This is an optimization exercise on Yosys and OpenROAD, whose aim is small area, a short achievable clock period and few clock cycles, not a production implementation. Where RTL was checked, it was by simulation tests only, not by an equivalence proof against the original. The RTL of run 1 was laid out without a check of its function. No activity file was given, so power comes from the tool's default toggle rates.

File: flow/constraint.sdc
create_clock -name core_clock -period 230.0 [get_ports {clk}]
set_input_delay 46.0000 -clock core_clock [delete_from_list [all_inputs] [get_ports {clk}]]
set_output_delay 46.0000 -clock core_clock [all_outputs]
set_load 0.01 [all_outputs]
File: flow/config.mk
export PLATFORM = sky130hd
export DESIGN_NAME = SingleCycleCPU
export DESIGN_NICKNAME = SingleCycleCPU
export VERILOG_FILES = /design/flow/design.v
export SDC_FILE = /design/flow/constraint.sdc
export NUM_CORES = 8
export LEC_CHECK = 0
export CAP_MARGIN = 20
export CORE_MARGIN = 2
export CORE_UTILIZATION = 40
export SLEW_MARGIN = 20
File: flow/design.v
module SingleCycleCPU(halt, clk, rst,
                      imem_addr, imem_data,
                      dmem_addr, dmem_size, dmem_wdata, dmem_we, dmem_rdata);
   output halt;
   input  clk, rst;
   output [31:0] imem_addr;
   input  [31:0] imem_data;
   output [31:0] dmem_addr;
   output [1:0]  dmem_size;
   output [31:0] dmem_wdata;
   output        dmem_we;
   input  [31:0] dmem_rdata;
   reg [31:0] fpc;           
   reg [31:0] ir;            
   reg        ir_v;
   reg        halt_r;
   reg        w_v;           
   reg        w_ld;          
   reg [4:0]  w_rd;
   reg [2:0]  w_f3;
   reg [31:0] w_data;        
   reg [31:0] st_data;       
   reg        st_we;
   reg        m_busy;
   reg        m_acc_hi;      
   reg [3:0]  m_lo_hi;
   reg [3:0]  m_cnt;
   reg        m_bp;
   reg        btb_v;
   reg [12:2] btb_tag;
   reg [12:2] btb_tgt;
   reg        ir_pred;       
   reg        btb_ev;
   reg [4:0]  btb_rs;
   reg        btb_r1;        
   reg [2:0]  btb_f3;
   assign imem_addr  = fpc;
   assign dmem_addr  = w_data;
   assign dmem_size  = w_f3[1:0];
   assign dmem_wdata = st_data;
   assign dmem_we    = st_we;
   assign halt       = halt_r;
   wire [6:0] op  = ir[6:0];
   wire [2:0] f3  = ir[14:12];
   wire [6:0] f7  = ir[31:25];
   wire [4:0] rd  = ir[11:7];
   wire [4:0] rs1 = ir[19:15];
   wire [4:0] rs2 = ir[24:20];
   wire is_op    = (op == 7'b0110011);
   wire is_opimm = (op == 7'b0010011);
   wire is_load  = (op == 7'b0000011);
   wire is_store = (op == 7'b0100011);
   wire is_br    = (op == 7'b1100011);
   wire is_jal   = (op == 7'b1101111);
   wire is_jalr  = (op == 7'b1100111);
   wire is_lui   = (op == 7'b0110111);
   wire is_auipc = (op == 7'b0010111);
   wire f7_zero  = (f7 == 7'b0000000);
   wire f7_alt   = (f7 == 7'b0100000);
   wire f7_m     = (f7 == 7'b0000001);
   wire is_m     = is_op & f7_m;
   wire [31:0] imm_i = {{20{ir[31]}}, ir[31:20]};
   wire [31:0] imm_s = {{20{ir[31]}}, ir[31:25], ir[11:7]};
   wire [31:0] imm_b = {{19{ir[31]}}, ir[31], ir[7], ir[30:25], ir[11:8], 1'b0};
   wire [31:0] imm_j = {{11{ir[31]}}, ir[31], ir[19:12], ir[20], ir[30:21], 1'b0};
   wire [31:0] imm_u = {ir[31:12], 12'b0};
   wire [31:0] wb_val;
   wire [31:0] rf_a, rf_b;
   regfile u_rf(.clk(clk), .ra(rs1), .rb(rs2), .qa(rf_a), .qb(rf_b),
                .we(w_v), .wa(w_rd), .wd(wb_val));
   wire fwd_a = w_v & ~w_ld & (w_rd == rs1);
   wire fwd_b = w_v & ~w_ld & (w_rd == rs2);
   wire [31:0] a = fwd_a ? w_data : rf_a;
   wire [31:0] b = fwd_b ? w_data : rf_b;
   wire uses1 = ~(is_lui | is_auipc | is_jal);
   wire uses2 = is_op | is_store | is_br;
   wire lu_stall = ir_v & w_v & w_ld &
                   (((w_rd == rs1) & uses1) | ((w_rd == rs2) & uses2));
   wire [31:0] opb = (is_op | is_br) ? b : (is_store ? imm_s : imm_i);
   wire alu_sub = is_br | (is_op & f7[5] & (f3 == 3'b000)) |
                  ((is_op | is_opimm) & (f3[2:1] == 2'b01));
   wire [32:0] sum33;
   rca #(32) u_add(.a(a), .b(alu_sub ? ~opb : opb), .ci(alu_sub), .s(sum33));
   wire [31:0] sum = sum33[31:0];
   wire ltu = ~sum33[32];
   wire lt  = (a[31] ^ opb[31]) ? a[31] : sum[31];
   wire eq  = (sum == 32'd0);
   reg br_t;
   always @* begin
      case (f3)
        3'b000: br_t = eq;
        3'b001: br_t = ~eq;
        3'b100: br_t = lt;
        3'b101: br_t = ~lt;
        3'b110: br_t = ltu;
        3'b111: br_t = ~ltu;
        default: br_t = 1'b0;
      endcase
   end
   wire sh_ok  = is_op | (f3[2] ? (f7_zero | f7_alt) : f7_zero);
   wire sh_sra = f3[2] & f7[5];
   wire is_mul = is_m & ~f3[2];
   wire is_div = is_m & f3[2];
   wire [31:0] fs_out;
   wire [31:0] md_fs_hi, md_fs_lo;
   wire [5:0]  md_fs_amt;
   wire        md_done;
   wire [31:0] md_res;
   wire [32:0] md_acc_d;
   wire [35:0] md_lo_d;
   wire [3:0]  md_cnt_d;
   wire        md_bp_d;
   mdu u_md(.a(a), .b(b), .f3(f3), .busy(m_busy), .cnt(m_cnt), .bp(m_bp),
            .acc_q({m_acc_hi, w_data}), .lo_q({m_lo_hi, st_data}),
            .fs_hi(md_fs_hi), .fs_lo(md_fs_lo), .fs_amt(md_fs_amt), .fs_out(fs_out),
            .done(md_done), .res(md_res),
            .acc_d(md_acc_d), .lo_d(md_lo_d), .cnt_d(md_cnt_d), .bp_d(md_bp_d));
   reg [31:0] fs_hi, fs_lo;
   reg [5:0]  fs_amt;
   always @* begin
      if (is_m) begin
         fs_hi  = md_fs_hi;
         fs_lo  = md_fs_lo;
         fs_amt = md_fs_amt;
      end else if (f3[2]) begin                  
         fs_hi  = {32{sh_sra & a[31]}};
         fs_lo  = a;
         fs_amt = {1'b0, opb[4:0]};
      end else begin                             
         fs_hi  = a;
         fs_lo  = 32'd0;
         fs_amt = 6'd32 - {1'b0, opb[4:0]};
      end
   end
   funnel u_fs(.hi(fs_hi), .lo(fs_lo), .amt(fs_amt), .y(fs_out));
   wire m_go = ir_v & is_m & ~lu_stall & ~halt_r;
   wire m_stall = m_go & ~md_done;
   reg [31:0] alu;
   always @* begin
      case (f3)
        3'b000: alu = sum;
        3'b001: alu = sh_ok ? fs_out : 32'd0;
        3'b010: alu = {31'd0, lt};
        3'b011: alu = {31'd0, ltu};
        3'b100: alu = a ^ opb;
        3'b101: alu = sh_ok ? fs_out : 32'd0;
        3'b110: alu = a | opb;
        default: alu = a & opb;
      endcase
   end
   wire [31:0] imm_pc = is_br ? imm_b : (is_jal ? imm_j : imm_u);
   wire [31:0] imm_pcm4;
   dec4 u_dec(.x(imm_pc), .y(imm_pcm4));
   wire [32:0] pcadd33;
   rca #(32) u_pcadd(.a(fpc), .b(imm_pcm4), .ci(1'b0), .s(pcadd33));
   wire [31:0] pcadd = pcadd33[31:0];
   wire [31:0] x_res = is_lui ? imm_u :
                       is_auipc ? pcadd :
                       (is_jal | is_jalr) ? fpc :
                       is_m ? md_res :
                       (is_load | is_store) ? sum : alu;
   wire ok_op   = is_op & (f7_zero | f7_m | (f7_alt & ((f3 == 3'b000) | (f3 == 3'b101))));
   wire ok_load = is_load & ((f3 == 3'b000) | (f3 == 3'b100) |
                             ((f3 == 3'b010) & (sum[1:0] == 2'b00)) |
                             (((f3 == 3'b001) | (f3 == 3'b101)) & ~sum[0]));
   wire ok_store = is_store & ((f3 == 3'b000) | ((f3 == 3'b001) & ~sum[0]) |
                               ((f3 == 3'b010) & (sum[1:0] == 2'b00)));
   wire legal = ok_op | is_opimm | is_lui | is_auipc | is_jal |
                (is_jalr & (f3 == 3'b000)) | (is_br & (f3[2:1] != 2'b01)) |
                ok_load | ok_store;
   wire stall  = lu_stall | m_stall;
   wire x_go   = ir_v & ~stall & legal & ~halt_r;
   wire x_halt = ir_v & ~lu_stall & ~legal;
   wire take   = is_jal | is_jalr | (is_br & br_t);
   wire mispred  = ir_pred & ~(is_br & br_t);
   wire redirect = x_go & (ir_pred ? mispred : take);
   wire [12:2] fall_lo = btb_tag + 11'd1;
   wire [31:0] fall = {18'd0, (btb_tag == 11'h7ff), fall_lo, 2'b00};
   wire [31:0] target = ir_pred ? fall : (is_jalr ? {sum[31:1], 1'b0} : pcadd);
   wire [12:2] xpc_lo = fpc[12:2] - 11'd1;
   wire btb_install = x_go & ~ir_pred & is_br & br_t & ir[31] &
                      (fpc[31:13] == 19'd0) & (pcadd[31:13] == 19'd0) & (fpc[12:2] != 11'd0);
   wire pred_hit = btb_v & (fpc[31:13] == 19'd0) & (fpc[12:2] == btb_tag);
   wire ev_use = btb_ev & x_go & (is_opimm | (is_op & ~is_m)) & (rd == btb_rs);
   wire ev_z = (alu == 32'd0);
   wire ev_s = alu[31];
   reg  ev_take;
   always @* begin
      case (btb_f3)
        3'b000: ev_take = ev_z;
        3'b001: ev_take = ~ev_z;
        3'b100: ev_take = btb_r1 ? ev_s : (~ev_s & ~ev_z);
        3'b101: ev_take = btb_r1 ? ~ev_s : (ev_s | ev_z);
        3'b110: ev_take = btb_r1 ? 1'b0 : ~ev_z;
        default: ev_take = btb_r1 ? 1'b1 : ev_z;
      endcase
   end
   wire pred_take = pred_hit & (~ev_use | ev_take);
   wire writes_rd = is_op | is_opimm | is_load | is_lui | is_auipc | is_jal | is_jalr;
   wire [31:0] fpc_inc;
   inc4 u_inc(.x(fpc), .y(fpc_inc));
   wire wb_alu  = ~w_ld;
   wire wb_r8   = w_ld & (w_f3[1:0] != 2'b00);
   wire wb_s8   = w_ld & (w_f3[1:0] == 2'b00) & ~w_f3[2];
   wire wb_r16  = w_ld & w_f3[1];
   wire wb_s16  = w_ld & ~w_f3[1] & ~w_f3[2];
   assign wb_val[7:0]   = ({8{wb_alu}} & w_data[7:0]) | ({8{w_ld}} & dmem_rdata[7:0]);
   assign wb_val[15:8]  = ({8{wb_alu}} & w_data[15:8]) | ({8{wb_r8}} & dmem_rdata[15:8]) |
                          {8{wb_s8 & dmem_rdata[31]}};
   assign wb_val[31:16] = ({16{wb_alu}} & w_data[31:16]) | ({16{wb_r16}} & dmem_rdata[31:16]) |
                          {16{wb_s16 & dmem_rdata[31]}};
   always @(posedge clk or negedge rst) begin
      if (!rst) begin
         fpc    <= 32'd0;
         ir_v   <= 1'b0;
         halt_r <= 1'b0;
         w_v    <= 1'b0;
         st_we  <= 1'b0;
         m_busy <= 1'b0;
         btb_v  <= 1'b0;
      end else begin
         if (!halt_r) begin
            if (redirect)
               fpc <= target;
            else if (!stall)
               fpc <= pred_take ? {19'd0, btb_tgt, 2'b00} : fpc_inc;
            if (!stall)
               ir_v <= ~redirect;
         end
         if (btb_install)
            btb_v <= 1'b1;
         else if (x_go & mispred)
            btb_v <= 1'b0;
         halt_r <= halt_r | x_halt;
         w_v    <= x_go & writes_rd & (rd != 5'd0);
         st_we  <= x_go & is_store;
         m_busy <= m_stall;
      end
   end
   always @(posedge clk) begin
      if (!stall) begin
         ir      <= imem_data;
         ir_pred <= pred_take;
      end
      if (btb_install) begin
         btb_tag <= xpc_lo;
         btb_tgt <= pcadd[12:2];
         btb_ev  <= ((rs1 == 5'd0) | (rs2 == 5'd0)) & ((rs1 | rs2) != 5'd0);
         btb_rs  <= rs1 | rs2;
         btb_r1  <= (rs2 == 5'd0);
         btb_f3  <= f3;
      end
      w_ld     <= is_load;
      w_rd     <= rd;
      w_f3     <= f3;
      w_data   <= m_stall ? md_acc_d[31:0] : x_res;
      st_data  <= m_stall ? md_lo_d[31:0] : b;
      m_acc_hi <= md_acc_d[32];
      m_lo_hi  <= md_lo_d[35:32];
      m_cnt    <= md_cnt_d;
      m_bp     <= md_bp_d;
   end
endmodule
module regfile(clk, ra, rb, qa, qb, we, wa, wd);
   input         clk;
   input  [4:0]  ra, rb, wa;
   output [31:0] qa, qb;
   input         we;
   input  [31:0] wd;
   reg [31:0] r [1:31];
   always @(posedge clk)
      if (we) r[wa] <= wd;
   reg [31:0] oa, ob;
   integer k;
   always @* begin
      oa = 32'd0;
      ob = 32'd0;
      for (k = 1; k < 32; k = k + 1) begin
         oa = oa | ({32{ra == k}} & r[k]);
         ob = ob | ({32{rb == k}} & r[k]);
      end
   end
   assign qa = oa;
   assign qb = ob;
endmodule
module mdu(a, b, f3, busy, cnt, bp, acc_q, lo_q,
           fs_hi, fs_lo, fs_amt, fs_out,
           done, res, acc_d, lo_d, cnt_d, bp_d);
   input  [31:0] a, b;
   input  [2:0]  f3;
   input         busy;
   input  [3:0]  cnt;
   input         bp;
   input  [32:0] acc_q;
   input  [35:0] lo_q;
   output reg [31:0] fs_hi, fs_lo;
   output reg [5:0]  fs_amt;
   input  [31:0] fs_out;
   output        done;
   output [31:0] res;
   output [32:0] acc_d;
   output [35:0] lo_d;
   output [3:0]  cnt_d;
   output        bp_d;
   wire is_div = f3[2];
   wire mul_sa = (f3[1:0] != 2'b11);       
   wire mul_sb = ~f3[1];                   
   wire [32:0] xa = {mul_sa & a[31], a};
   wire [32:0] xb = {mul_sb & b[31], b};
   wire [31:0] ea = ~(xa[31:0] ^ {32{xa[32]}});
   wire [31:0] eb = ~(xb[31:0] ^ {32{xb[32]}});
   wire [7:0] ta, tb;
   genvar gi;
   generate for (gi = 1; gi <= 8; gi = gi + 1) begin : g_fit
      assign ta[gi-1] = &ea[31:4*gi-1];
      assign tb[gi-1] = &eb[31:4*gi-1];
   end endgenerate
   wire mul_swap = |(ta & ~tb);            
   wire [32:0] mier  = mul_swap ? xa : xb;
   wire [32:0] mcand = mul_swap ? xb : xa;
   wire [8:0]  tm = {1'b1, ta | tb};       
   wire [8:0]  mchunks = tm & ~{tm[7:0], 1'b0};
   wire [3:0]  mbits = busy ? lo_q[3:0] : mier[3:0];
   wire        mprev = busy & bp;
   wire [32:0] acc0  = busy ? acc_q : 33'd0;
   wire [35:0] lo_in = busy ? lo_q : {{3{mier[32]}}, mier};
   wire [34:0] t0, t1;
   booth4_row u_r0(.acc(acc0), .m(mcand), .b({mbits[1:0], mprev}), .s(t0));
   booth4_row u_r1(.acc(t0[34:2]), .m(mcand), .b(mbits[3:1]), .s(t1));
   wire [32:0] macc = t1[34:2];
   wire [35:0] mlo = {t1[1:0], t0[1:0], lo_in[35:4]};
   wire [3:0]  mul_ci = busy ? cnt : 4'd0;    
   wire        mul_last = tm[mul_ci];
   wire        mul_c9 = mchunks[8];
   reg  [5:0]  mul_amt;                       
   always @* begin
      case (1'b1)
        mchunks[1]: mul_amt = 6'd24;
        mchunks[2]: mul_amt = 6'd20;
        mchunks[3]: mul_amt = 6'd16;
        mchunks[4]: mul_amt = 6'd12;
        mchunks[5]: mul_amt = 6'd8;
        mchunks[6]: mul_amt = 6'd4;
        mchunks[7]: mul_amt = 6'd0;
        default:    mul_amt = 6'd28;
      endcase
   end
   wire mul_low = (f3[1:0] == 2'b00) | mul_c9;    
   wire dsgn = ~f3[0];
   wire negA = dsgn & a[31];
   wire negB = dsgn & b[31];
   wire [31:0] absA, absB;
   cneg u_na(.x(a), .n(negA), .y(absA));
   cneg u_nb(.x(b), .n(negB), .y(absB));
   wire bz = (b == 32'd0);
   wire [5:0] lzA, lzB;
   clz32 u_lza(.x(absA), .n(lzA));
   clz32 u_lzb(.x(absB), .n(lzB));
   wire a_lt = (lzA > lzB);                    
   wire [5:0] dsh = lzB - lzA;                 
   wire [5:0] dn  = (dsh + 6'd2) & 6'b111110;  
   wire [3:0] dpairs_m1 = dn[4:1] - 4'd1;
   wire [31:0] absA_sh = absA >> {cnt, 1'b0};
   wire [32:0] dt1, dt2;
   wire dge1, dge2;
   wire [32:0] dr1 = {acc_q[31:0], absA_sh[1]};
   rca #(33) u_ds1(.a(dr1), .b(~{1'b0, absB}), .ci(1'b1), .s({dge1, dt1}));
   wire [31:0] drem1 = dge1 ? dt1[31:0] : dr1[31:0];
   wire [32:0] dr2 = {drem1, absA_sh[0]};
   rca #(33) u_ds2(.a(dr2), .b(~{1'b0, absB}), .ci(1'b1), .s({dge2, dt2}));
   wire [31:0] drem2 = dge2 ? dt2[31:0] : dr2[31:0];
   wire [31:0] dquo2 = {lo_q[29:0], dge1, dge2};
   wire is_rem = f3[1];
   wire dneg = is_rem ? negA : (negA ^ negB);
   wire [31:0] dres_raw = is_rem ? drem2 : dquo2;
   wire [31:0] dres;
   cneg u_nr(.x(dres_raw), .n(dneg), .y(dres));
   wire [31:0] dres_early = is_rem ? a : {32{bz}};
   always @* begin
      if (!is_div) begin
         fs_hi  = mul_low ? macc[31:0] : {32{macc[32]}};
         fs_lo  = mul_low ? mlo[35:4] : macc[31:0];
         fs_amt = mul_amt;
      end else begin
         fs_hi  = 32'd0;
         fs_lo  = absA;
         fs_amt = dn;
      end
   end
   assign done  = is_div ? (busy ? (cnt == 4'd0) : (bz | a_lt)) : mul_last;
   assign res   = is_div ? (busy ? dres : dres_early) : fs_out;
   assign acc_d = is_div ? {1'b0, busy ? drem2 : fs_out} : macc;
   assign lo_d  = is_div ? {4'd0, busy ? dquo2 : 32'd0} : mlo;
   assign cnt_d = is_div ? (busy ? cnt - 4'd1 : dpairs_m1) : mul_ci + 4'd1;
   assign bp_d  = mbits[3];
endmodule
module booth4_row(acc, m, b, s);
   input  [32:0] acc, m;
   input  [2:0]  b;
   output [34:0] s;
   wire one = b[1] ^ b[0];
   wire two = (b[2] & ~b[1] & ~b[0]) | (~b[2] & b[1] & b[0]);
   wire neg = b[2];
   wire [34:0] m1 = {{2{m[32]}}, m};
   wire [34:0] m2 = {m[32], m, 1'b0};
   wire [34:0] mm = (({35{one}} & m1) | ({35{two}} & m2)) ^ {35{neg}};
   wire [35:0] t;
   rca #(35) u(.a({{2{acc[32]}}, acc}), .b(mm), .ci(neg), .s(t));
   assign s = t[34:0];
endmodule
module cneg(x, n, y);
   input  [31:0] x;
   input         n;
   output [31:0] y;
   wire [32:0] any;
   assign any[0] = 1'b0;
   genvar i;
   generate for (i = 0; i < 32; i = i + 1) begin : g
      assign any[i+1] = any[i] | x[i];
      assign y[i] = x[i] ^ (n & any[i]);
   end endgenerate
endmodule
module rca #(parameter W = 32) (a, b, ci, s);
   input  [W-1:0] a, b;
   input          ci;
   output [W:0]   s;
   wire [W:0] c;
   assign c[0] = ci;
   genvar i;
   generate for (i = 0; i < W; i = i + 1) begin : g
      assign s[i]   = a[i] ^ b[i] ^ c[i];
      assign c[i+1] = (a[i] & b[i]) | (c[i] & (a[i] ^ b[i]));
   end endgenerate
   assign s[W] = c[W];
endmodule
module dec4(x, y);
   input  [31:0] x;
   output [31:0] y;
   wire [32:2] z;
   assign z[2] = 1'b1;
   genvar i;
   generate for (i = 2; i < 32; i = i + 1) begin : g
      assign y[i]   = x[i] ^ z[i];
      assign z[i+1] = z[i] & ~x[i];
   end endgenerate
   assign y[1:0] = x[1:0];
endmodule
module inc4(x, y);
   input  [31:0] x;
   output [31:0] y;
   wire [32:2] z;
   assign z[2] = 1'b1;
   genvar i;
   generate for (i = 2; i < 32; i = i + 1) begin : g
      assign y[i]   = x[i] ^ z[i];
      assign z[i+1] = z[i] & x[i];
   end endgenerate
   assign y[1:0] = x[1:0];
endmodule
module clz32(x, n);
   input  [31:0] x;
   output reg [5:0] n;
   integer i;
   always @* begin
      n = 6'd32;
      for (i = 0; i < 32; i = i + 1)
         if (x[i]) n = 6'd31 - i;
   end
endmodule
module funnel(hi, lo, amt, y);
   input  [31:0] hi, lo;
   input  [5:0]  amt;
   output [31:0] y;
   wire [62:0] s5 = amt[5] ? {31'd0, hi} : {hi[30:0], lo};
   wire [46:0] s4 = amt[4] ? s5[62:16] : s5[46:0];
   wire [38:0] s3 = amt[3] ? s4[46:8]  : s4[38:0];
   wire [34:0] s2 = amt[2] ? s3[38:4]  : s3[34:0];
   wire [32:0] s1 = amt[1] ? s2[34:2]  : s2[32:0];
   assign y = amt[0] ? s1[32:1] : s1[31:0];
endmodule
File: flow/flow/run.sh
#!/bin/bash
# Standard layout (standard.sh) with: abc mapping for area (flow/area.abc),
# buf_2 port buffers, clock tree without dummy loads.
set -euo pipefail
here=$(pwd)
export MY_ABC_SCRIPT=$here/flow/area.abc
common='"BUFFER_PORTS_ARGS=-buffer_cell sky130_fd_sc_hd__buf_2" "CTS_ARGS=-sink_clustering_enable -repair_clock_nets -dont_use_dummy_load"'
sed -e "s#SYNTH_SCRIPT=[^ ]*#SYNTH_SCRIPT=$here/flow/synth.tcl#" \
    -e "s#\"\${@:-finish}\"#$common \"\${@:-finish}\"#" standard.sh > std_a.sh
grep -q "SYNTH_SCRIPT=$here/flow/synth.tcl" std_a.sh
grep -q "dont_use_dummy_load" std_a.sh
bash std_a.sh finish > flow_make.log 2>&1
File: flow/flow/synth.tcl
# The standard flow's synthesis script (synth_recipe.tcl), with abc run on flow/area.abc
proc synth {args} { yosys synth -nofsm -noshare {*}$args }
proc abc {args} {
  set i [lsearch -exact $args -script]
  if { $i >= 0 } { lset args [expr {$i + 1}] $::env(MY_ABC_SCRIPT) }
  yosys abc {*}$args
}
source $::env(SCRIPTS_DIR)/synth.tcl
# left out here: clear keep_hierarchy, flatten, clean up, hide names made inside functions, write 1_2_yosys.v
File: flow/standard.sh
#!/bin/bash
# synth_recipe.tcl (not shown) runs the flow's synth.tcl, then flattens the netlist and writes it again
# the make line also repeats each setting of config.mk as NAME=value (left out here)
make -C /OpenROAD-flow-scripts/flow DESIGN_CONFIG=/design/flow/config.mk WORK_HOME=/design/flow/orfs CLKGATE_MAP_FILE= SYNTH_SCRIPT=/design/flow/synth_recipe.tcl "${@:-finish}"
File: flow/flow/area.abc
&get -n
&st
&dch
&nf -R 1000
&put
==> results.ini, run 1 <==
[logic_synthesis]
syn_area_mm2=0.0685
ys_types=66
synth_seq_cells=1177
yosys_warnings=4
synth_edf_count=1057
ys_async_sr_fraction=0.0314
syn_area_per_cell_um2=11.1
syn_nets=6576
yosys_most_used_dff=edfxtp_1
syn_inst=6176
synth-seq-area-share=0.501

[placed_design]
gp_congestion=1.06
hpwl_um=243000
dpl_worst_slack_ns=182.22
portBuffers=164
post_dp_cell_area_mm2=0.0752

[clock_tree]
cts_buffers=132
ctsResizeCount=0
clock_latency_ns=0.83
clock-sinks=1177
clkTransAtPathRegs_ns=0.05
cts_setup_buffers=0
clock_tree.buffer_depth=3
cts_tree=yes
cts_hold_buf=0
cts_root_buffer=clkbuf_16
cts_max_level=4

[min_path]
hold_class=register to register
holdCritStartpoint=btb_v$_DFFE_PN0P_

[routing]
wl_um=373000
ant_nets=0
wire_per_inst_um=41.2
vias_per_cell=7.46
drt_pass1_iterations=14
dr_total_vias=67404
drc=0
drt_iter0_markers=15034

[pwr]
power.density_mw_per_mm2=9.49
cellLeakagePower_nw=26.8
peakVddDrop_mv=0.00650

[grt]
grt-ovfl-total=0
antenna_found_initial=33
grt_max_degree=86
grt_use_total=0.414
grt_pass1_vias=62727
grt_pass1_wl_um=503000

[setup_path]
cp_top_family=flip-flops
crit_buf_inv=1
startpoint_type=register
r2r_start=ir[17]$_DFFE_PN_
rrSetupSlack_ns=185.55
required_ns=184.00
cpPeakStageDelay_ns=0.73
path_class=register to output port
crit_chain=buf_2
crit_arrival_ns=1.75
worstSetupStartpoint=w_data[12]$_DFF_P_
cpMaxStageDelayCell=dfxtp_1
critPathMaxFanout=6
cp-end-kind=output port

[cells_and_area]
fin_util=0.464
drive_gt1_frac=0.111
design_area_mm2=0.0787
layout_common_cells=edfxtp_1 (1,057), nand2_1 (666), o21ai_0 (490), nor2_1 (428), a21oi_1 (426)
area_growth_pct=14.9
layout_commonest_cell=edfxtp_1
final_nets=7199

[run_status]
status=complete, no violations

[timing]
timing_hold_violations_final=0
tightest_slew_ns=1.26
hold_slack_ns=0.560
setup_tns_ns=0
period_needed_ns=47.75
period_share=0.208
max_freq_mhz=20.9
worst_slack_ns=182.26
setup_viol=0
rsz0062_at_grt=no
slew_viol_final=0
skew_ns=0.0958
slew_headroom=0.151

[die]
core_area_mm2=0.170
row_count=151
die_area_mm2=0.174
pin_count=166
start_util=0.404
die_y_um=418
die_w_um=418

[run]
drv_cap=0

flip-flops by register name (all words and copies together) (netlist names), 3 cells and up:
register	cells
w_f3	3
w_rd	5
btb_tgt	11
w_data	32
btb_tag	11
m_cnt	4
btb_f3	3
fpc	31
btb_rs	5
m_lo_hi	4
st_data	32
u_rf.r	992
ir	32
synthesized netlist by cell type (80+ instances only):
cell | count | area share
nand2_1 | 672 | 0.037
fa_1 | 189 | 0.055
a21oi_1 | 432 | 0.032
xnor2_1 | 176 | 0.023
ha_1 | 145 | 0.026
a222oi_1 | 360 | 0.053
o21ai_0 | 508 | 0.037
edfxtp_1 | 1057 | 0.46
a221oi_1 | 124 | 0.016
clkinv_1 | 247 | 0.014
nand4_1 | 172 | 0.016
dfxtp_1 | 83 | 0.024
a22oi_1 | 319 | 0.035
mux2i_1 | 118 | 0.017
o22ai_1 | 80 | 0.0073
nand3_1 | 140 | 0.010
nor2_1 | 465 | 0.025
area by class of cell:
type,count,area (µm²)
timing repair buffer,493,3370
fill,15656,91000
antenna,20,50.0
sequential,1177,34300
clock buffer,132,3300
multi-input combinational,4748,33900
tap,2218,2780
inverter,247,927
metrics by stage:
step / cells / total power [mW]
2_1_floorplan: 6176 / 0.420
3_3_place_gp: 8880 / 0.551
3_5_place_dp: 8880 / 0.551
4_1_cts: 9012 / 0.730
5_1_grt: 9021 / 0.763
6_report: 9035 / 0.747
per-layer routing:
| layer | track usage | wire, µm | up-vias |
|---|---|---|---|
| li1 | - | - | 26365 |
| met1 | 0.474 | 122000 | 32852 |
| met2 | 0.618 | 159000 | 6381 |
| met3 | 0.155 | 54000 | 1782 |
| met4 | 0.337 | 37500 | 24 |
| met5 | 0.00472 | 207 | - |
worst paths after layout:
path	end	cells past startpoint
max	dmem_addr[12]	1
min	btb_v$_DFFE_PN0P_	2
max reg2reg	w_data[29]$_DFF_P_	140
min reg2reg	btb_v$_DFFE_PN0P_	2
max in group asynchronous	m_busy$_DFF_PN0_	1
min in group asynchronous	fpc[7]$_DFFE_PN0P_	1
power by group:
group / switching, mW / total, mW / internal [mW]
Clock: 0.0827 / 0.183 / 0.100
Sequential: 0.00511 / 0.248 / 0.243
Combinational: 0.218 / 0.316 / 0.0972
Total: 0.306 / 0.747 / 0.440
kinds of logic (layout without fill, tap and decap cells):
logic type / Yosys count / in the layout / synth area share
simple gates: 1785 / 1785 / 0.119
flops: 1177 / 1177 / 0.501
fa+ha+maj: 334 / 334 / 0.0818
mux: 162 / 162 / 0.0248
xor+xnor: 236 / 236 / 0.0302
other cells: 1 / 21 / 0.0000548
compound gates: 2230 / 2230 / 0.229
buf+inv: 251 / 872 / 0.0140
worst reg2reg max path: cells and delay by family (launching register included):
family	cells	cell delay (ns)
simple gates	48	9.59
buf+inv	14	2.93
flops	1	0.33
xor+xnor	1	0.19
mux	3	1.48
compound gates	11	3.59
fa+ha+maj	63	26.07
==> run 2, diff against run 1 <==
--- a/flow/design.v
+++ b/flow/design.v
@@ -173,7 +173,8 @@
    wire x_halt = ir_v & ~lu_stall & ~legal;
    wire take   = is_jal | is_jalr | (is_br & br_t);
    wire mispred  = ir_pred & ~(is_br & br_t);
-   wire redirect = x_go & (ir_pred ? mispred : take);
+   wire to_next  = (is_br | is_jal) & (imm_pc == 32'd4);
+   wire redirect = x_go & (ir_pred ? mispred : (take & ~to_next));
    wire [12:2] fall_lo = btb_tag + 11'd1;
    wire [31:0] fall = {18'd0, (btb_tag == 11'h7ff), fall_lo, 2'b00};
    wire [31:0] target = ir_pred ? fall : (is_jalr ? {sum[31:1], 1'b0} : pcadd);
==> flow/flow/run.sh (replaced) <==
#!/bin/bash
# Standard layout (standard.sh) with: abc mapping for area (flow/area.abc),
# buf_2 port buffers, clock tree with larger sink clusters and no dummy loads.
set -euo pipefail
here=$(pwd)
export MY_ABC_SCRIPT=$here/flow/area.abc
extra='"BUFFER_PORTS_ARGS=-buffer_cell sky130_fd_sc_hd__buf_2" "CTS_ARGS=-sink_clustering_enable -repair_clock_nets -dont_use_dummy_load -sink_clustering_size 30 -sink_clustering_max_diameter 90"'
sed -e "s#SYNTH_SCRIPT=[^ ]*#SYNTH_SCRIPT=$here/flow/synth.tcl#" \
    -e "s#\"\${@:-finish}\"#$extra \"\${@:-finish}\"#" standard.sh > std_a.sh
grep -q "SYNTH_SCRIPT=$here/flow/synth.tcl" std_a.sh
grep -q "dont_use_dummy_load" std_a.sh
bash std_a.sh finish > flow_make.log 2>&1
==> results.ini, run 2 <==
[run_status]
status=complete, no violations

[timing]
slew_viol_final=0
period_share=0.207
tightest_slew_ns=1.37
slew_headroom=0.0887
period_needed_ns=47.72
setup_tns_ns=0
rsz0062_at_grt=no
skew_ns=0.163
timing_hold_violations_final=0
max_freq_mhz=21.0
setup_viol=0

[routing]
vias_per_cell=7.49
ant_nets=0
wire_per_inst_um=43.6
dr_total_vias=67694
drt-met1-wl_um=128000
dr.max_layer_used=met5
drt_pass1_iterations=10
route.met3.wl_um=55500
wl_met2_um=166000
drc=0
wl_um=394000
drt_iter0_markers=15652

[clock_tree]
cts_setup_buffers=0
clkTransAtPathRegs_ns=0.10
cts_hold_buf=0
clock-sinks=1177
ctsResizeCount=0
clock_latency_ns=0.80
cts_buffers=57
cts_tree=yes
cts_max_level=2
cts_root_buffer=clkbuf_16
clock_tree.buffer_depth=3

[logic_synthesis]
synth_top_family_by_area=compound AO/OA/AOI/OAI gates
synth_compound_area_frac=0.231
ys_types=65
synth_top_area_frac=0.463
synth_edf_count=1057
synth_xor_area_frac=0.0304
synth_common_cells=edfxtp_1 (1,057), nand2_1 (660), o21ai_0 (519), a21oi_1 (487), nor2_1 (479)
syn_area_per_cell_um2=11.0
ys_async_sr_fraction=0.0314
yosys_warnings=4
syn_nets=6651
syn_area_mm2=0.0686
yosys_most_used_dff=edfxtp_1
synth_largest_area_cell=edfxtp_1
syn_inst=6251
synth_most_common_cell=edfxtp_1
yosys.area_share.simple=0.119
synth_mux_area_frac=0.0227
yosys.area_share.adder=0.0816
synth-seq-area-share=0.501
synth_seq_cells=1177
synth_area_leaders=edfxtp_1 (46%), fa_1 (5.5%), a222oi_1 (4.9%), a22oi_1 (4.0%), o21ai_0 (3.8%)

[setup_path]
crit_arrival_ns=1.72
critPathMaxFanout=6
cp_top_family=flip-flops
crit_buf_inv=1
cpPeakStageDelay_ns=0.82
required_ns=184.00
startpoint_type=register
crit_chain=buf_2
path_class=register to output port
cpMaxStageDelayCell=dfxtp_1
cp-end-kind=output port

[pwr]
power.internal_uw=383
combinationalPowerShare=0.480
power.switching_uw=314
power_frac_seq=0.356
cellLeakagePower_nw=25.8
peakVddDrop_mv=0.00758
pwr-share-clk=0.163
p_total_uw=698
swShare=0.450
power.density_mw_per_mm2=9.07

[cells_and_area]
drive_gt1_frac=0.104
largest_reg_flops=992
final_nets=7207
layout_commonest_cell=edfxtp_1
area_growth_pct=12.2
fin_util=0.453
layout_common_cells=edfxtp_1 (1,057), nand2_1 (654), o21ai_0 (492), a21oi_1 (482), nor2_1 (441)
top_register=u_rf.r
filler_cell_count=15740

[grt]
grt_max_degree=99
grt-ovfl-total=0
antenna_found_initial=24
grt_pass1_wl_um=527000
grt_use_total=0.437
grt_pass1_vias=63018

[die]
pin_count=166
die_area_mm2=0.175
start_util=0.404
row_count=151
die_w_um=418
core_area_mm2=0.170
die_y_um=418

[run]
drv_cap=0

[placed_design]
gp_congestion=1.09
hpwl_um=265000
portBuffers=164

[min_path]
hold_class=register to register

run 2: metrics by stage:
step | setup WS (ns) | hold WS (ns) | cells | area (µm²)
2_1_floorplan | 182.28 | 0.421 | 6251 | 68600
3_3_place_gp | 181.59 | 0.525 | 8961 | 75300
3_5_place_dp | 181.60 | 0.530 | 8962 | 75300
4_1_cts | 182.34 | 0.554 | 9019 | 76800
5_1_grt | 182.31 | 0.583 | 9025 | 76900
6_report | 182.28 | 0.569 | 9036 | 76900
run 2: routing by layer:
| metal | vias to the layer above | global-route usage |
|---|---|---|
| met4 | 26 | 0.379 |
| met1 | 32929 | 0.506 |
| met2 | 6465 | 0.649 |
| met3 | 1919 | 0.146 |
| met5 | - | 0.00667 |
| li1 | 26355 | - |
run 2: final timing paths:
check	start	cells past startpoint	endpoint	slack [ns]
max in group asynchronous	rst	1	m_busy$_DFF_PN0_	184.22
min reg2reg	btb_v$_DFFE_PN0P_	1	btb_v$_DFFE_PN0P_	0.57
min in group asynchronous	rst	1	st_we$_DFF_PN0_	45.30
min	btb_v$_DFFE_PN0P_	1	btb_v$_DFFE_PN0P_	0.57
max	w_data[26]$_DFF_P_	1	dmem_addr[26]	182.28
max reg2reg	ir[18]$_DFFE_PN_	138	w_data[31]$_DFF_P_	185.55
run 2: logic make-up (layout without fill, tap and decap cells):
logic type	count (synthesis)	in the layout
simple gates	1795	1795
fa+ha+maj	334	334
other cells	1	14
flops	1177	1177
compound gates	2296	2296
buf+inv	261	815
xor+xnor	238	238
mux	149	149
run 2: area by class of cell:
class                      instances  area (µm²)  area share
sequential                      1177       34300       0.446
multi-input combinational       4813       34000       0.442
timing repair buffer             501        3410      0.0444
tap                             2218        2780      0.0361
clock buffer                      57        1430      0.0185
inverter                         257         965      0.0125
antenna                           13        32.5    0.000423
run 2: power by group through the flow:
stage | registers (mW) | logic [mW] | clock network (mW)
floorplan | 0.253 | 0.165 | 0
global route | 0.249 | 0.344 | 0.119
detailed placement | 0.253 | 0.315 | 0
CTS | 0.248 | 0.316 | 0.113
finish | 0.249 | 0.335 | 0.114
global placement | 0.253 | 0.315 | 0
Testbench counts of run 2, summed over its fixed seeds: cycles 131,360.
==> run 3, diff against run 2 <==
==> flow/flow/run.sh (replaced) <==
#!/bin/bash
# Standard layout (standard.sh) with: abc mapping for area (flow/area.abc),
# buf_2 port buffers, clock tree with larger sink clusters and no dummy loads.
set -euo pipefail
here=$(pwd)
export MY_ABC_SCRIPT=$here/flow/area.abc
extra='"BUFFER_PORTS_ARGS=-buffer_cell sky130_fd_sc_hd__buf_2" "CTS_ARGS=-sink_clustering_enable -repair_clock_nets -dont_use_dummy_load -sink_clustering_size 20 -sink_clustering_max_diameter 100"'
sed -e "s#SYNTH_SCRIPT=[^ ]*#SYNTH_SCRIPT=$here/flow/synth.tcl#" \
    -e "s#\"\${@:-finish}\"#$extra \"\${@:-finish}\"#" standard.sh > std_a.sh
grep -q "SYNTH_SCRIPT=$here/flow/synth.tcl" std_a.sh
grep -q "dont_use_dummy_load" std_a.sh
bash std_a.sh finish > flow_make.log 2>&1
==> results.ini, run 3 <==
[timing]
skew_ns=0.0928
setup_viol=0
rsz0062_at_grt=no
period_needed_ns=47.72
slew_viol_final=0
period_share=0.207
slew_headroom=0.0916
max_freq_mhz=21.0
timing_hold_violations_final=0
setup_tns_ns=0
tightest_slew_ns=1.36

[cells_and_area]
layout_common_cells=edfxtp_1 (1,057), nand2_1 (654), o21ai_0 (493), a21oi_1 (481), nor2_1 (442)
area_growth_pct=12.8
layout_commonest_cell=edfxtp_1
filler_cell_count=15707
drive_gt1_frac=0.106
final_nets=7223
fin_util=0.455
top_register=u_rf.r
layoutNonFillerInstCount=9048
largest_reg_flops=992
design_area_mm2=0.0773

[clock_tree]
clkTransAtPathRegs_ns=0.10
ctsResizeCount=0
clock-sinks=1177
cts_tree=yes
clock_latency_ns=0.76
cts_buffers=74
cts_setup_buffers=0
cts_hold_buf=0
cts_max_level=3
clock_tree.buffer_depth=3
cts_root_buffer=clkbuf_16

[setup_path]
startpoint_type=register
cpPeakStageDelay_ns=0.78
critPathMaxFanout=6
crit_chain=buf_2
path_class=register to output port
crit_buf_inv=1
cp-end-kind=output port
cpMaxStageDelayCell=dfxtp_1
cp_top_family=flip-flops
crit_arrival_ns=1.72
required_ns=184.00

[logic_synthesis]
ys_types=65
syn_area_per_cell_um2=11.0
synth_top_area_frac=0.463
syn_area_mm2=0.0686
synth_edf_count=1057
synth-seq-area-share=0.501
synth_common_cells=edfxtp_1 (1,057), nand2_1 (660), o21ai_0 (519), a21oi_1 (487), nor2_1 (479)
synth_largest_area_cell=edfxtp_1
ys_async_sr_fraction=0.0314
synth_area_leaders=edfxtp_1 (46%), fa_1 (5.5%), a222oi_1 (4.9%), a22oi_1 (4.0%), o21ai_0 (3.8%)
yosys_most_used_dff=edfxtp_1
syn_nets=6651
yosys_warnings=4
synth_most_common_cell=edfxtp_1
synth_seq_cells=1177
syn_inst=6251

[grt]
grt_max_degree=99
grt-ovfl-total=0
grt_use_total=0.438
grt_pass1_wl_um=528000
grt_pass1_vias=63300
antenna_found_initial=20

[pwr]
cellLeakagePower_nw=26.0
power.density_mw_per_mm2=9.22
peakVddDrop_mv=0.00791

[placed_design]
hpwl_um=265000
post_dp_cell_area_mm2=0.0753
place_inst=8962
gp_congestion=1.09
portBuffers=164

[routing]
wl_um=394000
drc=0
ant_nets=0
dr_total_vias=67598
drt_pass1_iterations=14
drt_iter0_markers=15508
wire_per_inst_um=43.5
vias_per_cell=7.47

[die]
die_w_um=418
die_area_mm2=0.175
die_y_um=418
core_area_mm2=0.170
row_count=151
pin_count=166
start_util=0.404

[min_path]
hold_class=register to register

[run]
drv_cap=0

[run_status]
status=complete, no violations

==> run 3: cell counts after synthesis <==
No cell type changed its count.
==> run 3: layer usage <==
layer,GRT usage,up-vias,share of wire
met4,0.393,22,0.11
li1,-,26403,-
met1,0.502,32878,0.32
met2,0.647,6384,0.42
met3,0.151,1911,0.14
met5,0.00167,-,0.00047
==> run 3: area by class of cell <==
type	count	area (µm²)	area share
Clock buffer	74	1850	0.0239
Timing Repair Buffer	500	3390	0.0438
Inverter	257	965	0.0125
Sequential cell	1177	34300	0.444
Antenna cell	9	22.5	0.000291
Tap cell	2218	2780	0.0359
Multi-Input combinational cell	4813	34000	0.440
==> run 3: final timing paths <==
kind	end	cells past startpoint	from	slack (ns)
worst max-delay path	dmem_addr[26]	1	w_data[26]$_DFF_P_	182.28
worst min-delay path	btb_v$_DFFE_PN0P_	1	btb_v$_DFFE_PN0P_	0.56
worst max register to register	w_data[31]$_DFF_P_	137	ir[19]$_DFFE_PN_	185.90
worst min register to register	btb_v$_DFFE_PN0P_	1	btb_v$_DFFE_PN0P_	0.56
max in group asynchronous	m_busy$_DFF_PN0_	1	rst	184.22
min in group asynchronous	btb_v$_DFFE_PN0P_	1	rst	45.29
==> run 3: worst register-to-register path: cells and delay by family (launching register included) <==
| family | cells | cell delay, ns |
|---|---|---|
| muxes | 1 | 0.31 |
| xor gates and xnor gates | 2 | 0.58 |
| adders and majority gates | 63 | 26.09 |
| DFF | 1 | 0.32 |
| AOI/OAI and AO/OA | 13 | 4.01 |
| buffers and inverters | 13 | 3.19 |
| and+or+nand+nor | 45 | 9.27 |
==> run 3: metrics by stage <==
| stage | hold slack (ns) | power, mW | setup slack, ns |
|---|---|---|---|
| after global placement | 0.525 | 0.568 | 181.59 |
| after floorplan | 0.421 | 0.418 | 182.28 |
| after global routing | 0.583 | 0.729 | 182.33 |
| after CTS | 0.554 | 0.694 | 182.33 |
| after detailed placement | 0.530 | 0.568 | 181.60 |
| final | 0.564 | 0.713 | 182.28 |
==> run 3: cells by family (layout without fill, tap and decap cells) <==
| group | after synthesis | after routing | share of synthesized area |
|---|---|---|---|
| muxes | 149 | 149 | 0.0227 |
| other | 1 | 10 | 0.0000547 |
| and+or+nand+nor | 1795 | 1795 | 0.119 |
| AOI/OAI and AO/OA | 2296 | 2296 | 0.231 |
| adders and majority gates | 334 | 334 | 0.0816 |
| DFF | 1177 | 1177 | 0.501 |
| buffers and inverters | 261 | 831 | 0.0145 |
| xor gates and xnor gates | 238 | 238 | 0.0304 |
==> run 3: power by group <==
| part | internal [mW] | total [mW] | switching (mW) | leakage [nW] |
|---|---|---|---|---|
| clock network | 0.0571 | 0.130 | 0.0731 | 0.912 |
| logic | 0.0968 | 0.334 | 0.237 | 14.2 |
| registers | 0.243 | 0.249 | 0.00597 | 10.9 |
==> run 4, diff against run 3 <==
==> flow/flow/run.sh (replaced) <==
#!/bin/bash
# Standard layout (standard.sh) with: abc mapping for area (flow/area.abc),
# buf_2 port buffers, clock tree with larger sink clusters and no dummy loads.
set -euo pipefail
here=$(pwd)
export MY_ABC_SCRIPT=$here/flow/area.abc
extra='"BUFFER_PORTS_ARGS=-buffer_cell sky130_fd_sc_hd__buf_2" "CTS_ARGS=-sink_clustering_enable -repair_clock_nets -dont_use_dummy_load -sink_clustering_size 24 -sink_clustering_max_diameter 120"'
sed -e "s#SYNTH_SCRIPT=[^ ]*#SYNTH_SCRIPT=$here/flow/synth.tcl#" \
    -e "s#\"\${@:-finish}\"#$extra \"\${@:-finish}\"#" standard.sh > std_a.sh
grep -q "SYNTH_SCRIPT=$here/flow/synth.tcl" std_a.sh
grep -q "dont_use_dummy_load" std_a.sh
bash std_a.sh finish > flow_make.log 2>&1
==> flow/flow/area.abc (replaced) <==
&get -n
&st
&dch
&nf -R 1000
&st
&dch
&nf -R 1000
&put
==> results.ini, run 4 <==
[run_status]
status=complete, no violations

[routing]
vias_per_cell=7.82
drt_iter0_markers=19166
ant_nets=0
dr_total_vias=70237
drt_pass1_iterations=19
wl_um=426000
wire_per_inst_um=47.4
drc=0

[placed_design]
portBuffers=164
gp_congestion=1.09
dpl_worst_slack_ns=181.95
hpwl_um=277000

[die]
row_count=151
pin_count=166
die_area_mm2=0.174
core_area_mm2=0.169
die_w_um=417
start_util=0.403
die_y_um=417

[setup_path]
cpMaxStageDelayCell=dfrtp_1
required_ns=184.00
startpoint_type=register
crit_cells=1
crit_buf_inv=1
crit_chain=buf_2
cpPeakStageDelay_ns=0.68
cp-end-kind=output port
crit_arrival_ns=1.58
path_class=register to output port
reg2reg_depth=131
critPathMaxFanout=10
cp_top_family=flip-flops

[clock_tree]
cts_setup_buffers=0
clock_latency_ns=0.79
cts_hold_buf=0
cts_tree=yes
cts_max_level=2
clkTransAtPathRegs_ns=0.09
clock-sinks=1177
cts_root_buffer=clkbuf_16
ctsResizeCount=0
cts_buffers=60
clock_tree.buffer_depth=3

[logic_synthesis]
synth-seq-area-share=0.503
syn_area_mm2=0.0683
ys_async_sr_fraction=0.0314
syn_nets=6565
synth_top_area_frac=0.465
synth_area_leaders=edfxtp_1 (47%), fa_1 (5.5%), a222oi_1 (5.0%), a22oi_1 (4.8%), a21oi_1 (3.8%)
synth_common_cells=edfxtp_1 (1,057), nand2_1 (596), a21oi_1 (523), nor2_1 (446), o21ai_0 (444)
ys_types=65
syn_area_per_cell_um2=11.1
synth_seq_cells=1177
synth_largest_area_cell=edfxtp_1
yosys_warnings=4
syn_inst=6165
synth_most_common_cell=edfxtp_1
synth_edf_count=1057
yosys_most_used_dff=edfxtp_1

[timing]
period_needed_ns=47.58
max_freq_mhz=21.0
rsz0062_at_grt=no
tightest_slew_ns=1.31
period_share=0.207
slew_viol_final=0
timing_hold_violations_final=0
skew_ns=0.144
hold_slack_ns=0.566
setup_tns_ns=0
worst_slack_ns=182.42
setup_viol=0
slew_headroom=0.126

[cells_and_area]
largest_reg_flops=992
drive_gt1_frac=0.108
top_register=u_rf.r
area_growth_pct=12.6
layout_commonest_cell=edfxtp_1
final_nets=7142
layout_common_cells=edfxtp_1 (1,057), nand2_1 (595), a21oi_1 (517), a22oi_1 (434), nor2_1 (403)

[pwr]
power.internal_uw=387
power.density_mw_per_mm2=9.12
peakVddDrop_mv=0.00799
power_frac_seq=0.354
combinationalPowerShare=0.480
cellLeakagePower_nw=25.7
power.switching_uw=313
swShare=0.447
pwr-share-clk=0.166

[grt]
grt_pass1_vias=64734
antenna_found_initial=36
grt-ovfl-total=0
grt_max_degree=61
met3_usage=0.208
use_met2=0.673
grt_pass1_wl_um=563000
met1_usage=0.534
grt-busiest-layer=met2
grt_use_total=0.472

[min_path]
hold_class=register to register
min_path_cells=2

[run]
drv_cap=0

## run 4: cell types whose count changed after synthesis, sizes merged, moves of 31 or more
cell,delta
o21ai,-75
a22oi,+70
nand2,-64
nand4,+46
a21oi,+36
mux2i,+36
a221oi,-34
nor2,-33
o22ai,-31
## run 4: final timing paths
path                                    startpoint                 end  slack [ns]
worst max-delay path            fpc[8]$_DFFE_PN0P_        imem_addr[8]      182.42
worst min-delay path             btb_v$_DFFE_PN0P_   btb_v$_DFFE_PN0P_        0.57
worst max register to register    ir[16]$_DFFE_PN_  w_data[30]$_DFF_P_      185.38
worst min register to register   btb_v$_DFFE_PN0P_   btb_v$_DFFE_PN0P_        0.57
max in group asynchronous                      rst    m_busy$_DFF_PN0_      184.20
min in group asynchronous                      rst  fpc[2]$_DFFE_PN0P_       45.31
## run 4: cell type report
class | count | area [µm²]
multi-input combinational | 4724 | 33700
clock buffer | 60 | 1500
tap | 2218 | 2780
sequential | 1177 | 34300
fill | 15934 | 92600
timing repair buffer | 519 | 3530
antenna | 25 | 62.6
inverter | 260 | 977
## run 4: routing by layer
| metal | up-vias | routed length, µm |
|---|---|---|
| met5 | - | 471 |
| met4 | 40 | 50300 |
| met3 | 2585 | 68200 |
| met2 | 7794 | 172000 |
| met1 | 33610 | 135000 |
| li1 | 26208 | - |
## run 4: logic make-up after synthesis
kind of cell | share of synthesized area
fa+ha+maj | 0.0820
simple gates | 0.117
other cells | 0.0000549
flops | 0.503
compound gates | 0.231
mux | 0.0250
xor+xnor | 0.0278
buf+inv | 0.0147
## run 4: power groups by stage
| stage | logic (mW) | registers [mW] | clock network [mW] |
|---|---|---|---|
| after floorplan | 0.171 | 0.253 | 0 |
| after global placement | 0.315 | 0.252 | 0 |
| after detailed placement | 0.316 | 0.253 | 0 |
| after CTS | 0.317 | 0.248 | 0.115 |
| after global routing | 0.342 | 0.249 | 0.122 |
| final | 0.336 | 0.248 | 0.116 |
## run 4: per-stage QoR
step            util  power, mW  cell area, µm²  std cells
2_1_floorplan      -      0.424           68300       6165
3_3_place_gp   0.444      0.568           75200       8897
3_5_place_dp   0.444      0.569           75200       8897
4_1_cts        0.453      0.680           76700       8957
5_1_grt        0.453      0.712           76800       8960
6_report       0.454      0.701           76900       8983
==> run 5, diff against run 4 <==
==> flow/flow/area.abc (replaced) <==
&get -n
&st
&dch
&nf -R 1000
&put
==> results.ini, run 5 <==
[clock_tree]
cts_root_buffer=clkbuf_16
ctsResizeCount=0
cts_max_level=2
clock-sinks=1177
cts_setup_buffers=0
clock_tree.buffer_depth=3
cts_hold_buf=0
clkTransAtPathRegs_ns=0.11
cts_tree=yes
clock_latency_ns=0.78
cts_buffers=59

[timing]
max_freq_mhz=20.9
period_needed_ns=47.74
slew_viol_final=0
skew_ns=0.138
setup_viol=0
hold_slack_ns=0.575
setup_tns_ns=0
period_share=0.208
timing_hold_violations_final=0
slew_headroom=0.114
tightest_slew_ns=1.32
rsz0062_at_grt=no

[logic_synthesis]
synth_common_cells=edfxtp_1 (1,057), nand2_1 (660), o21ai_0 (519), a21oi_1 (487), nor2_1 (479)
synth_most_common_cell=edfxtp_1
yosys_warnings=4
yosys_most_used_dff=edfxtp_1
synth-seq-area-share=0.501
syn_area_per_cell_um2=11.0
synth_area_leaders=edfxtp_1 (46%), fa_1 (5.5%), a222oi_1 (4.9%), a22oi_1 (4.0%), o21ai_0 (3.8%)
ys_types=65
syn_area_mm2=0.0686
synth_edf_count=1057
synth_top_area_frac=0.463
syn_nets=6651
ys_async_sr_fraction=0.0314
synth_largest_area_cell=edfxtp_1
synth_seq_cells=1177
syn_inst=6251

[placed_design]
hpwl_um=265000
portBuffers=164
gp_congestion=1.09
post_dp_cell_area_mm2=0.0753

[die]
die_w_um=418
start_util=0.404
core_area_mm2=0.170
row_count=151
pin_count=166
die_y_um=418
die_area_mm2=0.175

[pwr]
power.density_mw_per_mm2=9.10
cellLeakagePower_nw=25.9
peakVddDrop_mv=0.00822

[setup_path]
required_ns=184.00
cpPeakStageDelay_ns=0.82
crit_arrival_ns=1.74
crit_chain=buf_2
critPathMaxFanout=6
path_class=register to output port
crit_buf_inv=1
cp_top_family=flip-flops
cpMaxStageDelayCell=dfxtp_1
cp-end-kind=output port
startpoint_type=register

[grt]
antenna_found_initial=22
grt_pass1_wl_um=526000
grt_use_total=0.436
grt-ovfl-total=0
grt_pass1_vias=63215
grt_max_degree=99

[routing]
wire_per_inst_um=43.5
vias_per_cell=7.51
drc=0
ant_nets=0
wl_met2_um=165000
wl_um=393000
drt-met1-wl_um=127000
drt_pass1_iterations=14
drt_iter0_markers=15998
dr.max_layer_used=met5
dr_total_vias=67842
route.met3.wl_um=56100

[cells_and_area]
largest_reg_flops=992
layout_commonest_cell=edfxtp_1
top_register=u_rf.r
drive_gt1_frac=0.104
layout_common_cells=edfxtp_1 (1,057), nand2_1 (654), o21ai_0 (492), a21oi_1 (482), nor2_1 (441)
final_nets=7209
design_area_mm2=0.0770
area_growth_pct=12.2

[min_path]
hold_class=register to register

[run_status]
status=complete, no violations

[run]
drv_cap=0

run 5: changes by cell type in the layout (fill, tap and decap cells not counted), sizes merged, moves of 36 or more:
cell,change
a21oi,-36
a22oi,-70
mux2i,-36
nand2,+64
nand4,-46
o21ai,+75
run 5: cells by family (layout without fill, tap and decap cells):
group,count (synthesis),in the layout,synth area share
adder cells (fa/ha/maj),334,334,0.0816
multiplexers,149,149,0.0227
AO/OA/AOI/OAI,2296,2296,0.231
AND/OR/NAND/NOR,1795,1795,0.119
XOR/XNOR,238,238,0.0304
flip-flops,1177,1177,0.501
other,1,14,0.0000547
buffers and inverters,261,817,0.0145
run 5: area by class of cell:
| type | instances | area (µm²) |
|---|---|---|
| Sequential cell | 1177 | 34300 |
| Inverter | 257 | 965 |
| Clock buffer | 59 | 1480 |
| Timing Repair Buffer | 501 | 3410 |
| Antenna cell | 13 | 32.5 |
| Tap cell | 2218 | 2780 |
| Multi-Input combinational cell | 4813 | 34000 |
| Fill cell | 15748 | 92900 |
run 5: final timing paths:
path,slack [ns],depth (start not counted),to,from
min in group asynchronous,45.29,1,fpc[27]$_DFFE_PN0P_,rst
hold reg to reg,0.57,1,btb_v$_DFFE_PN0P_,btb_v$_DFFE_PN0P_
hold / removal,0.57,1,btb_v$_DFFE_PN0P_,btb_v$_DFFE_PN0P_
setup reg to reg,185.74,138,w_data[31]$_DFF_P_,ir[18]$_DFFE_PN_
max in group asynchronous,184.21,1,m_busy$_DFF_PN0_,rst
setup / recovery,182.26,1,dmem_addr[26],w_data[26]$_DFF_P_
run 5: routing by layer:
metal | GRT usage | up-vias
li1 | - | 26378
met1 | 0.504 | 32909
met2 | 0.647 | 6596
met3 | 0.145 | 1947
met4 | 0.384 | 12
met5 | 0 | -
run 5: report_power, final:
| group | switching [mW] | internal [mW] |
|---|---|---|
| clock network | 0.0696 | 0.0454 |
| registers | 0.00603 | 0.243 |
| logic | 0.240 | 0.0970 |
run 5: per-stage QoR:
stage / instances / util / setup slack (ns) / power, mW
2_1_floorplan: 6251 / - / 182.28 / 0.418
3_3_place_gp: 8961 / 0.443 / 181.59 / 0.568
3_5_place_dp: 8962 / 0.443 / 181.60 / 0.568
4_1_cts: 9021 / 0.452 / 182.36 / 0.678
5_1_grt: 9027 / 0.453 / 182.32 / 0.714
6_report: 9038 / 0.453 / 182.26 / 0.700
==> run 6, diff against run 5 <==
==> flow/flow/run.sh (replaced) <==
#!/bin/bash
# Standard layout (standard.sh) with: abc mapping for area (flow/area.abc),
# buf_2 port buffers, clock tree with larger sink clusters and no dummy loads,
# and from clock tree synthesis on, gate up-sizing aiming at the port-bound period.
set -euo pipefail
here=$(pwd)
export MY_ABC_SCRIPT=$here/flow/area.abc
extra='"BUFFER_PORTS_ARGS=-buffer_cell sky130_fd_sc_hd__buf_2" "CTS_ARGS=-sink_clustering_enable -repair_clock_nets -dont_use_dummy_load -sink_clustering_size 24 -sink_clustering_max_diameter 120"'
sed -e "s#SYNTH_SCRIPT=[^ ]*#SYNTH_SCRIPT=$here/flow/synth.tcl#" \
    -e "s#\"\${@:-finish}\"#$extra \"\${@:-finish}\"#" standard.sh > std_a.sh
sed -e "s#\"\${@:-finish}\"#SETUP_SLACK_MARGIN=182.6 SETUP_MOVE_SEQUENCE=sizeup \"\${@:-finish}\"#" std_a.sh > std_b.sh
grep -q "SYNTH_SCRIPT=$here/flow/synth.tcl" std_a.sh
grep -q "SETUP_MOVE_SEQUENCE=sizeup" std_b.sh
bash std_a.sh place > flow_make_a.log 2>&1
bash std_b.sh finish > flow_make_b.log 2>&1
==> results.ini, run 6 <==
[min_path]
hold_end=btb_v$_DFFE_PN0P_
hold_class=register to register
holdCritStartpoint=btb_v$_DFFE_PN0P_
min_path_cells=1

[clock_tree]
clock-sinks=1177
clock_tree.buffer_depth=3
clkTransAtPathRegs_ns=0.10
cts_hold_buf=0
cts_tree=yes
cts_root_buffer=clkbuf_16
clock_latency_ns=0.78
cts_max_level=2
cts_buffers=59
cts_setup_buffers=0

[setup_path]
required_ns=184.00
crit_arrival_ns=1.38
path_class=register to output port
crit_buf_inv=1
cp_top_family=flip-flops
cpPeakStageDelay_ns=0.52
reg2reg_depth=137
r2r_end=w_data[31]$_DFF_P_
cpMaxStageDelayCell=dfrtp_1
cp-end-kind=output port
rrSetupSlack_ns=185.81
r2r_start=ir[19]$_DFFE_PN_
critPathMaxFanout=6
startpoint_type=register
crit_chain=buf_2

[timing]
period_share=0.206
slew_viol_final=0
tightest_slew_ns=1.28
slew_headroom=0.120
max_freq_mhz=21.1
timing_hold_violations_final=0
setup_viol=0
setup_tns_ns=0
skew_ns=0.141
period_needed_ns=47.38
worst_slack_ns=182.62
rsz0062_at_grt=yes
hold_slack_ns=0.571

[logic_synthesis]
yosys_most_used_dff=edfxtp_1
syn_inst=6251
synth_common_cells=edfxtp_1 (1,057), nand2_1 (660), o21ai_0 (519), a21oi_1 (487), nor2_1 (479)
synth_seq_cells=1177
ys_types=65
synth_area_leaders=edfxtp_1 (46%), fa_1 (5.5%), a222oi_1 (4.9%), a22oi_1 (4.0%), o21ai_0 (3.8%)
syn_area_mm2=0.0686
syn_area_per_cell_um2=11.0
synth_top_area_frac=0.463
synth-seq-area-share=0.501
synth_most_common_cell=edfxtp_1
synth_largest_area_cell=edfxtp_1
synth_edf_count=1057
ys_async_sr_fraction=0.0314
yosys_warnings=4
syn_nets=6651

[die]
row_count=151
start_util=0.404
pin_count=166
core_area_mm2=0.170
die_y_um=418
die_area_mm2=0.175
die_w_um=418

[placed_design]
hpwl_um=265000
place_inst=8962
post_dp_cell_area_mm2=0.0753
gp_congestion=1.09
portBuffers=164
dpl_worst_slack_ns=181.60

[cells_and_area]
layoutNonFillerInstCount=9036
layout_common_cells=edfxtp_1 (1,057), nand2_1 (654), o21ai_0 (492), a21oi_1 (482), nor2_1 (441)
final_nets=7207
area_growth_pct=12.4
top_register=u_rf.r
drive_gt1_frac=0.110
layout_commonest_cell=edfxtp_1
filler_cell_count=15752
seqCellArea_mm2=0.0344
multi_input_comb_area_mm2=0.0340
design_area_mm2=0.0771
largest_reg_flops=992

[routing]
drt_pass1_iterations=11
drt_iter0_markers=16222
vias_per_cell=7.52
wire_per_inst_um=43.5
dr_total_vias=67942
ant_nets=0
drc=0
wl_um=393000

[run_status]
status=complete, no violations

[grt]
grt_pass1_vias=63268
met3_usage=0.147
grt-ovfl-total=0
met1_usage=0.503
grt-busiest-layer=met2
antenna_found_initial=24
grt_max_degree=99
grt_pass1_wl_um=527000
grt_use_total=0.436
use_met2=0.648

[pwr]
peakVddDrop_mv=0.00824
power.density_mw_per_mm2=9.08
cellLeakagePower_nw=25.8

[run]
drv_cap=0

-- run 6: routing by layer --
layer | wire length (µm) | up-vias
li1 | - | 26384
met1 | 127000 | 32949
met2 | 165000 | 6588
met3 | 55600 | 1999
met4 | 44800 | 22
met5 | 151 | -
-- run 6: worst max path at each step --
| stage | from | end | slack, ns | depth (start not counted) |
|---|---|---|---|---|
| floorplan | dmem_rdata[31] | u_rf.r[10][10]$_DFFE_PP_ | 182.28 | 3 |
| global placement | dmem_rdata[31] | u_rf.r[13][15]$_DFFE_PP_ | 181.59 | 5 |
| detailed placement | dmem_rdata[31] | u_rf.r[14][15]$_DFFE_PP_ | 181.60 | 5 |
| CTS | fpc[6]$_DFFE_PN0P_ | imem_addr[6] | 182.59 | 1 |
| global route | fpc[6]$_DFFE_PN0P_ | imem_addr[6] | 182.57 | 1 |
| finish | fpc[25]$_DFFE_PN0P_ | imem_addr[25] | 182.62 | 1 |
-- run 6: cells by family after synthesis --
family          after synthesis  share of synthesized area
compound gates             2296                      0.231
xor+xnor                    238                     0.0304
fa+ha+maj                   334                     0.0816
buf+inv                     261                     0.0145
flops                      1177                      0.501
mux                         149                     0.0227
other cells                   1                  0.0000547
simple gates               1795                      0.119
-- run 6: stage by stage --
stage / total power [mW] / utilization
floorplan: 0.418 / -
global placement: 0.568 / 0.443
detailed placement: 0.568 / 0.443
CTS: 0.679 / 0.453
global route: 0.714 / 0.454
finish: 0.700 / 0.454
-- run 6: what timing repair did --
action / CTS / global route
endpoints found under the setup margin: 287 / 259
cloned: 0 / 0
resized for setup: 47 / 10
-- run 6: layout make-up --
class	count	area share
tap	2218	0.0360
inverter	257	0.0125
sequential	1177	0.446
multi-input combinational	4813	0.441
timing repair buffer	499	0.0445
antenna	13	0.000422
clock buffer	59	0.0192
-- run 6: report_power, final --
group | switching [mW] | leakage, nW | internal (mW) | total, mW
Clock | 0.0697 | 0.727 | 0.0454 | 0.115
Sequential | 0.00596 | 10.9 | 0.243 | 0.249
Combinational | 0.239 | 14.2 | 0.0969 | 0.336
Total | 0.314 | 25.8 | 0.385 | 0.700
==> run 7, diff against run 6 <==
==> flow/flow/area.abc (replaced) <==
&get -n
&st
&dch
&nf -R 1000
&st
&dch
&nf -R 1000
&put
==> results.ini, run 7 <==
[grt]
grt_pass1_vias=64808
antenna_found_initial=36
grt-ovfl-total=0
grt_pass1_wl_um=563000

[cells_and_area]
drive_gt1_frac=0.114
layout_commonest_cell=edfxtp_1
filler_cell_count=15930
final_nets=7142
area_growth_pct=12.7
multi_input_comb_area_mm2=0.0337
layoutNonFillerInstCount=8990
seqCellArea_mm2=0.0344
top_register=u_rf.r

[logic_synthesis]
synth_largest_area_cell=edfxtp_1
synth-seq-area-share=0.503
synth_edf_count=1057
yosys_warnings=4
synth_seq_cells=1177
synth_top_area_frac=0.465
syn_inst=6165
synth_most_common_cell=edfxtp_1
syn_nets=6565
syn_area_mm2=0.0683
ys_async_sr_fraction=0.0314
synth_area_leaders=edfxtp_1 (47%), fa_1 (5.5%), a222oi_1 (5.0%), a22oi_1 (4.8%), a21oi_1 (3.8%)
syn_area_per_cell_um2=11.1
ys_types=65
synth_common_cells=edfxtp_1 (1,057), nand2_1 (596), a21oi_1 (523), nor2_1 (446), o21ai_0 (444)

[pwr]
power.density_mw_per_mm2=9.10

[setup_path]
r2r_end=w_data[30]$_DFF_P_
reg2reg_depth=131
cpMaxStageDelayCell=dfxtp_1
crit_buf_inv=1
required_ns=184.00
startpoint_type=register
crit_arrival_ns=1.45
r2r_start=ir[15]$_DFFE_PN_
crit_chain=buf_2
crit_cells=1

[clock_tree]
clock_tree.buffer_depth=3
cts_max_level=2
cts_root_buffer=clkbuf_16
cts_tree=yes
cts_buffers=60
clock-sinks=1177
cts_setup_buffers=0

[timing]
setup_tns_ns=0
skew_ns=0.142
slew_viol_final=0
slew_headroom=0.141
setup_viol=0
rsz0062_at_grt=yes
tightest_slew_ns=1.29
max_freq_mhz=21.1
timing_hold_violations_final=0
period_needed_ns=47.45

[min_path]
min_path_cells=2
hold_class=register to register
holdCritStartpoint=btb_v$_DFFE_PN0P_

[placed_design]
post_dp_cell_area_mm2=0.0752
gp_congestion=1.09
place_inst=8897

[routing]
vias_per_cell=7.83
wire_per_inst_um=47.3
drt_iter0_markers=19231

[run_status]
status=complete, no violations

[run]
drv_cap=0

[die]
die_y_um=417
pin_count=166
row_count=151
die_w_um=417

==> run 7: cell count changes after synthesis, sizes merged, moves of 20 or more <==
cell and delta:
xor2 -20, o22ai -31, a22oi +70, a221oi -34, a211oi -23, mux2i +36, a31oi +27, nand4 +46
nand3 -21, a21oi +36, o21ai -75, nand2 -64, nor2 -33, a22o -20
==> run 7: cell families (layout without fill, tap and decap cells) <==
kind of cell / Yosys count / after routing / share of synthesized area
other cells: 1 / 33 / 0.0000549
simple gates: 1723 / 1723 / 0.117
mux: 167 / 167 / 0.0250
buf+inv: 264 / 839 / 0.0147
compound gates: 2282 / 2282 / 0.231
xor+xnor: 217 / 217 / 0.0278
flops: 1177 / 1177 / 0.503
fa+ha+maj: 334 / 334 / 0.0820
==> run 7: timing repair <==
item	4_1_cts	5_1_grt
gates resized for setup	29	12
endpoints found under the setup margin	27	30
cloned	0	0
==> run 7: worst min-delay path: stages, from the launching register on <==
cell      delay, ns
dfrtp_1        0.41
clkinv_1       0.06
o21bai_1       0.06
==> run 7: final cells by class <==
class / instances / share of cell area
antenna: 32 / 0.00104
sequential: 1177 / 0.447
inverter: 260 / 0.0127
timing repair buffer: 519 / 0.0462
tap: 2218 / 0.0361
clock buffer: 60 / 0.0195
multi-input combinational: 4724 / 0.438
==> run 7: per-layer routing <==
layer	up-vias	part of all wire	GRT usage
li1	26211	-	-
met1	33544	0.32	0.533
met2	7925	0.40	0.673
met3	2654	0.16	0.209
met4	28	0.12	0.418
met5	-	0.00070	0.00583
==> run 7: worst max-delay path by stage <==
stage / startpoint / end
after floorplan: dmem_rdata[31] / u_rf.r[10][10]$_DFFE_PP_
after global placement: dmem_rdata[31] / u_rf.r[10][8]$_DFFE_PP_
after detailed placement: dmem_rdata[31] / u_rf.r[10][15]$_DFFE_PP_
after CTS: w_data[8]$_DFF_P_ / dmem_addr[8]
after global routing: fpc[8]$_DFFE_PN0P_ / imem_addr[8]
final: w_data[4]$_DFF_P_ / dmem_addr[4]
==> run 7: metrics by stage <==
step / hold WS [ns] / utilization / power, mW / setup WS, ns
after detailed placement: 0.548 / 0.444 / 0.569 / 181.95
final: 0.560 / 0.454 / 0.701 / 182.55
after CTS: 0.562 / 0.453 / 0.680 / 182.60
after floorplan: 0.425 / - / 0.424 / 182.13
after global placement: 0.537 / 0.444 / 0.568 / 181.95
after global routing: 0.588 / 0.454 / 0.712 / 182.59
==> run 7: power breakdown <==
part / switching (mW) / total (mW) / internal [mW] / leakage [nW]
clock network: 0.0707 / 0.117 / 0.0461 / 0.740
registers: 0.00571 / 0.249 / 0.243 / 10.9
logic: 0.237 / 0.335 / 0.0987 / 14.1

-- static timing again, ports no longer ideal --
Ports are ideal in the flow. The routed layouts listed here were re-timed in OpenROAD.
Step 1 sets driving cells, clkbuf_16 on the clock port and buf_2 on the other inputs (assumed; they add their load-dependent delay and slew).
Step 2 also shifts input and output timing later by t, the mid clock arrival at the registers, as if the neighbouring blocks saw the same clock.
Three values: no drivers, after step 1, after step 2; two values: the first two.
run	t, ns	slack for setup (ns)
run 1	0.861	182.255 / 182.171 / 182.380
run 2	0.804	182.281 / 182.195 / 182.002
run 3	0.801	182.280 / 182.192 / 182.025
run 4	0.804	182.417 / 182.336 / 181.815
run 5	0.794	182.263 / 182.176 / 182.026
run 6	0.797	182.618 / 182.529 / 182.065
run 7	0.809	182.553 / 182.471 / 181.919
After both steps setup and hold are still met in every run listed.
